What follows belongs to an exercise in optimizing a design on an open flow for small area and a short achievable clock period; a production flow would make more cautious choices. The RTL was checked by simulation tests, not by an equivalence proof against the original design.

$ cat flow/run.sh
#!/bin/bash
# synth_recipe.tcl (not shown) runs the flow's synth.tcl, then flattens the netlist and writes it again
# the make line also repeats each setting of config.mk as NAME=value (left out here)
make -C /OpenROAD-flow-scripts/flow DESIGN_CONFIG=/design/flow/config.mk WORK_HOME=/design/flow/orfs CLKGATE_MAP_FILE= SYNTH_SCRIPT=/design/flow/synth_recipe.tcl finish
$ cat flow/config.mk
export PLATFORM = sky130hd
export DESIGN_NAME = fpu
export DESIGN_NICKNAME = fpu
export VERILOG_FILES = /design/flow/design.v
export SDC_FILE = /design/flow/constraint.sdc
export NUM_CORES = 4
export LEC_CHECK = 0
export CAP_MARGIN = 20
export CORE_MARGIN = 2
export CORE_UTILIZATION = 45
export PLACE_DENSITY = 0.6
export SLEW_MARGIN = 20
$ cat flow/constraint.sdc
create_clock -name core_clock -period 70.0 [get_ports {i_clk}]
set_input_delay 14.0000 -clock core_clock [delete_from_list [all_inputs] [get_ports {i_clk}]]
set_output_delay 14.0000 -clock core_clock [all_outputs]
set_load 0.01 [all_outputs]
$ cat flow/design.v
module fpu #(
    parameter DATA_WIDTH = 32,
    parameter INST_WIDTH = 1
)(
    input                   i_clk,
    input                   i_rst_n,
    input  [DATA_WIDTH-1:0] i_data_a,
    input  [DATA_WIDTH-1:0] i_data_b,
    input  [INST_WIDTH-1:0] i_inst,
    input                   i_valid,
    output [DATA_WIDTH-1:0] o_data,
    output                  o_valid
);
    reg [DATA_WIDTH-1:0]    o_data_r;
    reg                     o_valid_r;
    reg                     o_sign;
    reg [7:0]               o_exponent;
    reg [24:0]              o_fraction;
    wire                    a_sign;
    wire [7:0]              a_exponent;
    wire [23:0]             a_fraction;
    wire                    b_sign;
    wire [7:0]              b_exponent;
    wire [23:0]             b_fraction; 
    reg [7:0]               exponent_diff;
    reg [23:0]              remain_fraction;
    reg [23:0]              tmp_fraction;
    integer                 k;
    assign o_data = o_data_r;
    assign o_valid = o_valid_r;
    assign a_sign = i_data_a[31];
    assign a_exponent = i_data_a[30:23];
    assign a_fraction = {1'b1, i_data_a[22:0]};
    assign b_sign = i_data_b[31];
    assign b_exponent = i_data_b[30:23];
    assign b_fraction = {1'b1, i_data_b[22:0]};
    always @(*) begin
        o_sign = 0;
        o_exponent = 0;
        o_fraction = 0;
        exponent_diff = 0;
        remain_fraction = 0;
        tmp_fraction = 0;
        k = 0;
        case(i_inst)
        1'd0: begin  
            if (a_exponent == b_exponent) begin     
                o_exponent = a_exponent;
                remain_fraction = 0;
                if (a_sign == b_sign) begin         
                    o_fraction = a_fraction + b_fraction;
                    o_sign = a_sign;
                end else begin                      
                    if( a_fraction > b_fraction) begin
                        o_fraction = a_fraction - b_fraction;
                        o_sign = a_sign;
                    end else begin              
                        o_fraction = b_fraction - a_fraction;
                        o_sign = b_sign;
                    end
                end
            end else begin                           
                if (a_exponent > b_exponent) begin   
                    o_exponent = a_exponent;
                    exponent_diff = a_exponent - b_exponent;
                    o_sign = a_sign;
                    tmp_fraction = b_fraction >> exponent_diff;
                    if (a_sign == b_sign) begin
                        o_fraction = a_fraction + tmp_fraction;
                        remain_fraction = b_fraction << (24 - exponent_diff);
                    end else begin
                        o_fraction = a_fraction - tmp_fraction - 1;
                        remain_fraction = ~(b_fraction << (24 - exponent_diff)) + 1;
                    end
                end else begin                       
                    o_exponent = b_exponent;
                    exponent_diff = b_exponent - a_exponent;
                    o_sign = b_sign;
                    tmp_fraction = a_fraction >> exponent_diff;
                    if (a_sign == b_sign) begin
                        o_fraction = tmp_fraction + b_fraction;
                        remain_fraction = a_fraction << (24 - exponent_diff);
                    end else begin
                        o_fraction = b_fraction - tmp_fraction - 1;
                        remain_fraction = ~(a_fraction << (24 - exponent_diff)) + 1;
                    end
                end
            end
            if (o_fraction[24] == 1) begin   
                o_exponent = o_exponent + 1;
                remain_fraction = remain_fraction >> 1;
                remain_fraction[23] = o_fraction[0];
                o_fraction = o_fraction >> 1;
            end else if(o_fraction[23] == 0 && o_exponent != 0) begin
                for (k = 0; k < 48; k = k + 1) begin
                    if (o_fraction[23] == 0 && o_exponent != 0) begin
                        o_exponent = o_exponent - 1;
                        o_fraction = o_fraction << 1;
                        o_fraction[0] = remain_fraction[23];
                        remain_fraction = remain_fraction << 1;
                    end
                end
                if (o_fraction[23] == 0)
                    o_exponent = 0;
            end
            if(remain_fraction[23] == 1 && remain_fraction[22:0] == 0 && o_fraction[0] == 1) begin   
                o_fraction = o_fraction + 1;
            end else if(remain_fraction[23] == 1 && remain_fraction[22:0] != 0) begin
                o_fraction = o_fraction + 1;
            end 
        end
        1'd1: begin  
            o_sign = a_sign ^ b_sign;
            o_exponent = a_exponent + b_exponent - 127;
            {o_fraction, remain_fraction[23:1]} = a_fraction * b_fraction;
            if (o_fraction[24] == 1) begin   
                o_exponent = o_exponent + 1;
                remain_fraction = remain_fraction >> 1;
                remain_fraction[23] = o_fraction[0];
                o_fraction = o_fraction >> 1;
            end else if(o_fraction[23] == 0 && o_exponent != 0) begin
                o_exponent = o_exponent - 1;
                o_fraction = o_fraction << 1;
                o_fraction[0] = remain_fraction[23];
                remain_fraction = remain_fraction << 1;
            end
            if(remain_fraction[23] == 1 && remain_fraction[22:0] == 0 && o_fraction[0] == 1) begin   
                o_fraction = o_fraction + 1;
            end else if(remain_fraction[23] == 1 && remain_fraction[22:0] != 0) begin
                o_fraction = o_fraction + 1;
            end
        end
        endcase
    end
    always @(posedge i_clk or negedge i_rst_n) begin
        if (~i_rst_n) begin
            o_data_r <= 0;
            o_valid_r <= 0;
        end else begin
            if (i_valid)
                o_data_r <= {o_sign, o_exponent, o_fraction[22:0]};
            o_valid_r <= i_valid;
        end
    end
endmodule
==> flow_summary.yaml, run 1 <==
final_layout:
  layout_commonest_cell: "nand2_1"
  final_util_pct: 51.5
  fin_nets: 13105
  finalNonFillerCells: 14446
  mostFrequentLayoutCells: "nand2_1 (1514), nor2_1 (1374), mux2i_1 (1128)"
  drive_gt1_share_pct: 15.7
  fillers: 18306
  syn_to_final_growth_pct: 14.0
synthesis:
  synth_top_family_by_area: "compound AO/OA/AOI/OAI gates"
  synth.distinct_cells: 150
  synth_fa_ha_area_share_pct: 19.5
  yosys.area_share.simple_pct: 23.3
  synth_warnings: 1
  synthCells: 11829
  synth_seq_area_share_pct: 1.01
  synth.avg_cell_area_um2: 6.89
  synth_top_cell_area_share_pct: 14.0
  synth-edff-count: 0
  synth_compound_area_share_pct: 25.1
  synth.cell_area_um2: 81500
  ys.flop_type: "dfrtp_1"
  synthMuxAreaShare_pct: 18.4
  ys_async_sr_fraction_pct: 100
  synth-xor-area-share_pct: 4.63
  ys_seq_elements: 33
  synth_area_leaders: "mux2i_1 (14%), fa_1 (12%), ha_1 (7.4%), nand2_1 (7.2%), nor2_1 (6.6%)"
  synth_top_area_cell: "mux2i_1"
routing:
  drt-initial-drc-count: 7022
  via_per_inst: 6.17
  drc: 0
  dr.pass1.iters: 6
  ant_nets: 0
  dr_total_vias: 89083
  wl_per_cell_um: 22.7
  wirelength_mm: 328
setup_path:
  crit_type: "in -> reg"
  crit_required_ps: 70120
  crit_arrival_ps: 68220
  crit_fanout: 8
  cpMaxStageDelayCell: "or4b_2"
  cp-start-kind: "input port"
  cp-end-kind: "register"
  slowest_delay_ps: 670
  cpMostUsedCell: "ha_4"
timing:
  fmax_ghz: 0.0147
  tightest_slew_ps: 1220
  relSlewSlack_pct: 18.3
  finalMaxSlewViolations: 0
  finalSetupTns_ps: 0
  finalHoldViolCount: 0
  fin_crit_sh_pct: 97.3
  finalSetupViolations: 0
  finalCriticalPeriod_ps: 68100
  fin_skew_ps: 0
clocking:
  clk_path_buf_depth: 2
  ctsHtreeMaxLevel: 2
  clock-root-buffer: "clkbuf_16"
  clock_latency_ps: 270
  cts_buffers: 5
  cts_tree: "yes"
  clkSinkCount: 33
  cts.clk_slew.worst_paths_ps: 50
status:
  status: "complete, no violations"
die:
  ios: 101
  start_util_pct: 45.2
  rows: 156
  dieWidth_um: 430
  die-area_um2: 185000
  die_h_um: 430
  design.core.area_um2: 180000
placed_design:
  place_inst: 14289
  dp_hpwl_mm: 269
  io_buffers: 100
  place.gp.congestion: 1.01
run:
  drv_cap: 0
hold_path:
  min_path_type: "reg -> reg"
global_routing:
  overflow: 0
  grt.total_usage_pct: 33.9
  grt_pass1_wl_mm: 504
  antenna_found_initial: 12
  grt_max_degree: 65
  grt_pass1_vias: 86120
worst paths after layout:
kind / start / cells after the start / to / slack [ps]
worst max-delay path: i_data_a[26] / 275 / o_data_r[18] / 1900
worst min-delay path: o_data_r[3] / 1 / o_data_r[3] / 510
worst max register to register: o_data_r[11] / 3 / o_data_r[11] / 69160
worst min register to register: o_data_r[3] / 1 / o_data_r[3] / 510
max in group asynchronous: i_rst_n / 2 / o_data_r[29] / 55540
min in group asynchronous: i_rst_n / 2 / o_data_r[1] / 14150
cells in the mapped netlist, types with 92 or more instances:
library cell / instances
clkbuf_1: 472
inv_1: 905
nand3_1: 195
mux2i_1: 1137
o211ai_1: 112
mux2_2: 228
ha_1: 480
buf_1: 143
a31oi_1: 122
a21o_1: 92
nand4_1: 96
fa_1: 492
buf_2: 99
a211oi_1: 108
nand2_1: 1554
a21oi_1: 907
and2_1: 100
o21ai_0: 679
nor2_1: 1423
xnor2_1: 316
nor3_1: 184
registers in the layout, summed over array words and instances (netlist names):
| register | flops |
|---|---|
| o_data_r | 32 |
| o_valid_r | 1 |
through the flow:
step                worst slack, ps  hold slack (ps)  instance area [µm²]
finish                         1900              514                92900
global placement               -284              494                90200
CTS                            4.59              516                90600
detailed placement            -1270              498                90200
floorplan                     -5030              528                84200
global route                   -522              543                92900
worst max-delay path, delay by kind of cell:
kind / cells / cell delay [ps]
fa+ha+maj: 39 / 7100
compound gates: 88 / 20460
buf+inv: 42 / 4740
simple gates: 73 / 14510
mux: 14 / 3920
xor+xnor: 19 / 3400
routing by layer:
metal	share of wire, %	routed length [µm]	global-route usage [%]
met5	0.0079	26	0
met4	4.5	14700	12.8
met3	5.2	17000	2.79
met2	47	154000	57.7
met1	43	142000	44.5
cell families after synthesis:
group | Yosys count
and+or+nand+nor | 4205
AOI/OAI and AO/OA | 3092
buffers and inverters | 1687
muxes | 1423
adders and majority gates | 972
xor gates and xnor gates | 417
DFF | 33
what timing repair did:
action	CTS	global route
buffers inserted	15	121
pin swaps	14	148
setup endpoints to repair	31	31
cloned	1	2
hold buffers	0	0
resized for setup	26	281
layout make-up:
type / instances / area [µm²] / share of cell area, %
multi-input cells: 10111 / 77700 / 83.6
repair buffers: 972 / 7740 / 8.33
inverters: 942 / 3580 / 3.85
well taps: 2370 / 2970 / 3.19
flip-flops and latches: 33 / 826 / 0.889
clock buffers: 7 / 143 / 0.153
diodes: 11 / 27.5 / 0.0296
==> run 2, diff against run 1 <==
==> flow/design.v (replaced) <==
module fpu #(
    parameter DATA_WIDTH = 32,
    parameter INST_WIDTH = 1
)(
    input                   i_clk,
    input                   i_rst_n,
    input  [DATA_WIDTH-1:0] i_data_a,
    input  [DATA_WIDTH-1:0] i_data_b,
    input  [INST_WIDTH-1:0] i_inst,
    input                   i_valid,
    output [DATA_WIDTH-1:0] o_data,
    output                  o_valid
);
    reg [DATA_WIDTH-1:0]    o_data_r;
    reg                     o_valid_r;
    assign o_data  = o_data_r;
    assign o_valid = o_valid_r;
    wire        sa = i_data_a[31];
    wire        sb = i_data_b[31];
    wire [7:0]  ea = i_data_a[30:23];
    wire [7:0]  eb = i_data_b[30:23];
    wire [23:0] fa = {1'b1, i_data_a[22:0]};
    wire [23:0] fb = {1'b1, i_data_b[22:0]};
    wire        a_gt = i_data_a[30:0] > i_data_b[30:0];
    wire [8:0]  dab  = {1'b0, ea} - {1'b0, eb};
    wire [7:0]  dba  = eb - ea;
    wire [7:0]  d    = dab[8] ? dba : dab[7:0];
    wire [7:0]  ebig = a_gt ? ea : eb;
    wire [23:0] fbig = a_gt ? fa : fb;
    wire [23:0] fsml = a_gt ? fb : fa;
    wire        sbig = a_gt ? sa : sb;
    wire        sub  = sa ^ sb;
    wire        d0   = (d == 8'd0);
    wire        dv   = (d <= 8'd24);
    wire [25:0] al   = dv ? ({fsml, 2'b00} >> d[4:0]) : 26'd0;
    wire [23:0] t    = al[25:2];
    reg  [4:0]  tz;
    integer i;
    always @(*) begin
        tz = 5'd23;
        for (i = 22; i >= 0; i = i - 1)
            if (fsml[i]) tz = i;
    end
    wire        nzA  = dv & ({3'b0, tz} + 8'd1 < d);    
    wire        nzB  = dv & ({3'b0, tz} + 8'd2 < d);    
    wire        nzC  = dv & ({3'b0, tz} < d);           
    wire        rem23 = al[1] ^ (sub & nzA);
    wire        rem22 = al[0] ^ (sub & nzB);
    wire [24:0] fs   = {1'b0, fbig} + {1'b0, t ^ {24{sub}}} + {24'b0, sub & d0};
    wire [24:0] fsum = {fs[24] & ~sub, fs[23:0]};
    wire [24:0] v    = {fsum[23:0], rem23};
    reg  [4:0]  lz;
    always @(*) begin
        lz = 5'd25;
        for (i = 0; i < 25; i = i + 1)
            if (v[i]) lz = 24 - i;
    end
    wire        vz   = ~|fsum & ~rem23;
    wire [4:0]  kk   = (ebig < {3'b0, lz}) ? ebig[4:0] : lz;
    wire [4:0]  m    = fsum[24] ? 5'd0 : kk + 5'd1;
    wire [26:0] u    = {fsum, rem23, rem22};
    wire [26:0] us   = u << m;
    wire [23:0] af   = us[26:3];
    wire        ard  = us[2];
    wire        ast  = fsum[24] ? nzC : (kk == 5'd0) ? nzA : (kk == 5'd1) ? nzB : 1'b0;
    wire [7:0]  ae   = vz ? 8'd0 : ebig + 8'd1 - {3'b0, m};
    wire [47:0] p    = fa * fb;
    wire        ms   = sa ^ sb;
    wire [7:0]  me   = ea + eb - 8'd127 + {7'b0, p[47]};
    wire [23:0] mf   = p[47] ? p[47:24] : p[46:23];
    wire        mrd  = p[47] ? p[23] : p[22];
    wire        mst  = p[47] ? (|p[22:0]) : (|p[21:0]);
    wire        mul  = i_inst[0];
    wire [22:0] f    = mul ? mf[22:0] : af[22:0];
    wire        rd   = mul ? mrd : ard;
    wire        st   = mul ? mst : ast;
    wire        rnd  = rd & (st | f[0]);
    wire [22:0] fr   = f + {22'b0, rnd};
    wire [31:0] res  = {mul ? ms : sbig, mul ? me : ae, fr};
    always @(posedge i_clk or negedge i_rst_n) begin
        if (~i_rst_n) begin
            o_data_r  <= 0;
            o_valid_r <= 0;
        end else begin
            if (i_valid)
                o_data_r <= res;
            o_valid_r <= i_valid;
        end
    end
endmodule
--- a/flow/config.mk
+++ b/flow/config.mk
@@ -6,7 +6,8 @@
 export NUM_CORES = 4
 export LEC_CHECK = 0
+export ABC_AREA = 1
 export CAP_MARGIN = 20
 export CORE_MARGIN = 2
-export CORE_UTILIZATION = 45
-export PLACE_DENSITY = 0.6
+export CORE_UTILIZATION = 55
+export PLACE_DENSITY = 0.65
 export SLEW_MARGIN = 20
==> flow_summary.yaml, run 2 <==
final_layout:
  syn_to_final_growth_pct: 6.17
  mostFrequentLayoutCells: "nand2_1 (1089), inv_1 (982), fa_1 (488)"
  diodes: 0
  layout_commonest_cell: "nand2_1"
  fillers: 5141
  drive_gt1_share_pct: 3.54
  multi_input_area_um2: 23200
  seq_area_um2: 826
  final_util_pct: 58.9
  reg_top3: "o_data_r: 32 flops, o_valid_r: 1 flops"
  largest_reg_flops: 32
  top_register: "o_data_r"
  fin_nets: 4902
synthesis:
  synth.distinct_cells: 57
  synthTopCellsByCount: "nand2_1 (1089), inv_1 (982), fa_1 (488), ha_1 (306), nand3_1 (193)"
  ys.flop_type: "dfrtp_1"
  synth.cell_area_um2: 28500
  ys_async_sr_fraction_pct: 100
  synth_most_common_cell: "nand2_1"
  synth_top_cell_area_share_pct: 34.3
  synth_seq_area_share_pct: 2.90
  synth.avg_cell_area_um2: 7.05
  synth_area_leaders: "fa_1 (34%), nand2_1 (14%), ha_1 (13%), inv_1 (13%), nand3_1 (3.4%)"
  ys_seq_elements: 33
  synthCells: 4041
  synth_warnings: 1
  synth_top_area_cell: "fa_1"
  synth-edff-count: 0
timing:
  hold_ws_ps: 470
  finalMaxSlewViolations: 0
  tightest_slew_ps: 1050
  finalHoldViolCount: 0
  finalCriticalPeriod_ps: 28020
  fin_crit_sh_pct: 40.0
  finalSetupViolations: 0
  rsz0062_at_grt: "false"
  finalSetupTns_ps: 0
  finalWorstSetupSlack_ps: 41980
  relSlewSlack_pct: 30.2
  fmax_ghz: 0.0357
  fin_skew_ps: 0
global_routing:
  grt.total_usage_pct: 33.1
  antenna_found_initial: 0
  grt_pass1_wl_mm: 139
  overflow: 0
  grt_pass1_vias: 25196
  grt_max_degree: 108
run:
  drv_cap: 0
die:
  start_util_pct: 55.5
  rows: 83
  die-area_um2: 53600
  design.core.area_um2: 51300
  die_h_um: 232
  ios: 101
  dieWidth_um: 232
clocking:
  clk_path_buf_depth: 2
  cts_buffers: 5
  ctsHtreeMaxLevel: 2
  cts_setup_buffers: 0
  clock-root-buffer: "clkbuf_16"
  cts_hold_buf: 0
  cts_tree: "yes"
  ctsResizeCount: 0
  clkSinkCount: 33
  clock_latency_ps: 270
  cts.clk_slew.worst_paths_ps: 60
setup_path:
  crit_arrival_ps: 28160
  cp-end-kind: "register"
  slowest_delay_ps: 930
  crit_required_ps: 70130
  crit_type: "in -> reg"
  cp-start-kind: "input port"
  cpMaxStageDelayCell: "clkinv_1"
  crit_fanout: 107
  cpMostUsedCell: "nand2_1"
routing:
  via_per_inst: 5.33
  dr.pass1.iters: 6
  wirelength_mm: 85.0
  drt-initial-drc-count: 1955
  drc: 0
  dr_total_vias: 25176
  ant_nets: 0
  wl_per_cell_um: 18.0
placed_design:
  place.gp.congestion: 0.981
  io_buffers: 100
  dp_slack_ps: 41770
  dp_hpwl_mm: 64.9
status:
  status: "complete, no violations"
hold_path:
  min_path_type: "reg -> reg"
run 2: layer usage:
metal,routed length (µm),GRT usage [%]
met1,37600,47.7
met3,7280,4.71
met4,2070,7.37
met2,38000,53.0
met5,0,0
run 2: critical path, delay by kind of cell:
kind	cells	cell delay, ps
compound gates	22	3850
xor+xnor	3	460
fa+ha+maj	7	2210
buf+inv	11	2410
simple gates	28	5190
run 2: cell type report:
type,instances,area share [%]
repair buffers,158,4.72
clock inverters,1,0.0993
inverters,1000,12.4
multi-input cells,2842,76.8
flip-flops and latches,33,2.73
clock buffers,7,0.472
well taps,680,2.81
run 2: cells by family (layout without fill, tap and decap cells):
logic type	after synthesis	after routing	synth area share, %
and+or+nand+nor	1534	1534	22.3
buffers and inverters	1167	1166	15.7
adders and majority gates	794	794	47.7
AOI/OAI and AO/OA	398	398	7.80
xor gates and xnor gates	111	111	3.41
DFF	33	33	2.90
muxes	3	3	0.105
other	1	2	0.0132
run 2: worst paths after layout:
kind | from | to | slack (ps) | cells after the start
worst min-delay path | o_data_r[1] | o_data_r[1] | 470 | 2
min in group asynchronous | i_rst_n | o_valid_r | 14140 | 2
worst min register to register | o_data_r[1] | o_data_r[1] | 470 | 2
worst max register to register | o_data_r[26] | o_data_r[26] | 69310 | 2
max in group asynchronous | i_rst_n | o_data_r[0] | 55570 | 2
worst max-delay path | i_data_b[18] | o_data_r[30] | 41980 | 71
run 2: per-stage QoR:
stage	cell area, µm²	instances
after floorplan	28500	4042
after detailed placement	30100	4713
after global routing	30200	4721
after global placement	30100	4713
after CTS	30200	4721
final	30200	4721

static timing again, ports no longer ideal:
Ports are ideal in the flow. The routed layouts listed here were re-timed in OpenROAD.
Step 1 (the two cells are an assumption about what drives the block):
set clk [get_ports {i_clk}]
set_driving_cell -lib_cell sky130_fd_sc_hd__clkbuf_16 $clk
set_driving_cell -lib_cell sky130_fd_sc_hd__buf_2 [delete_from_list [all_inputs] $clk]
Step 2 times the ports against the registers' clock, not the clock port: input delays grow and output delays shrink by t, the midpoint of the rising clock arrivals with the driver on.
a / b / c = no drivers / after step 1 / after step 2; a / b = the first two.
run	shift t [ns]	setup WS [ns]	worst setup path after step 2
run 1	0.298	1.898 / 1.795 / 1.497	input to register
run 2	0.310	41.978 / 41.992 / 41.681	input to register
After both steps setup and hold are still met in every run listed. For run 1, which loses most, drivers alone change the setup slack by -0.103 ns; drivers and shift together by -0.401 ns.
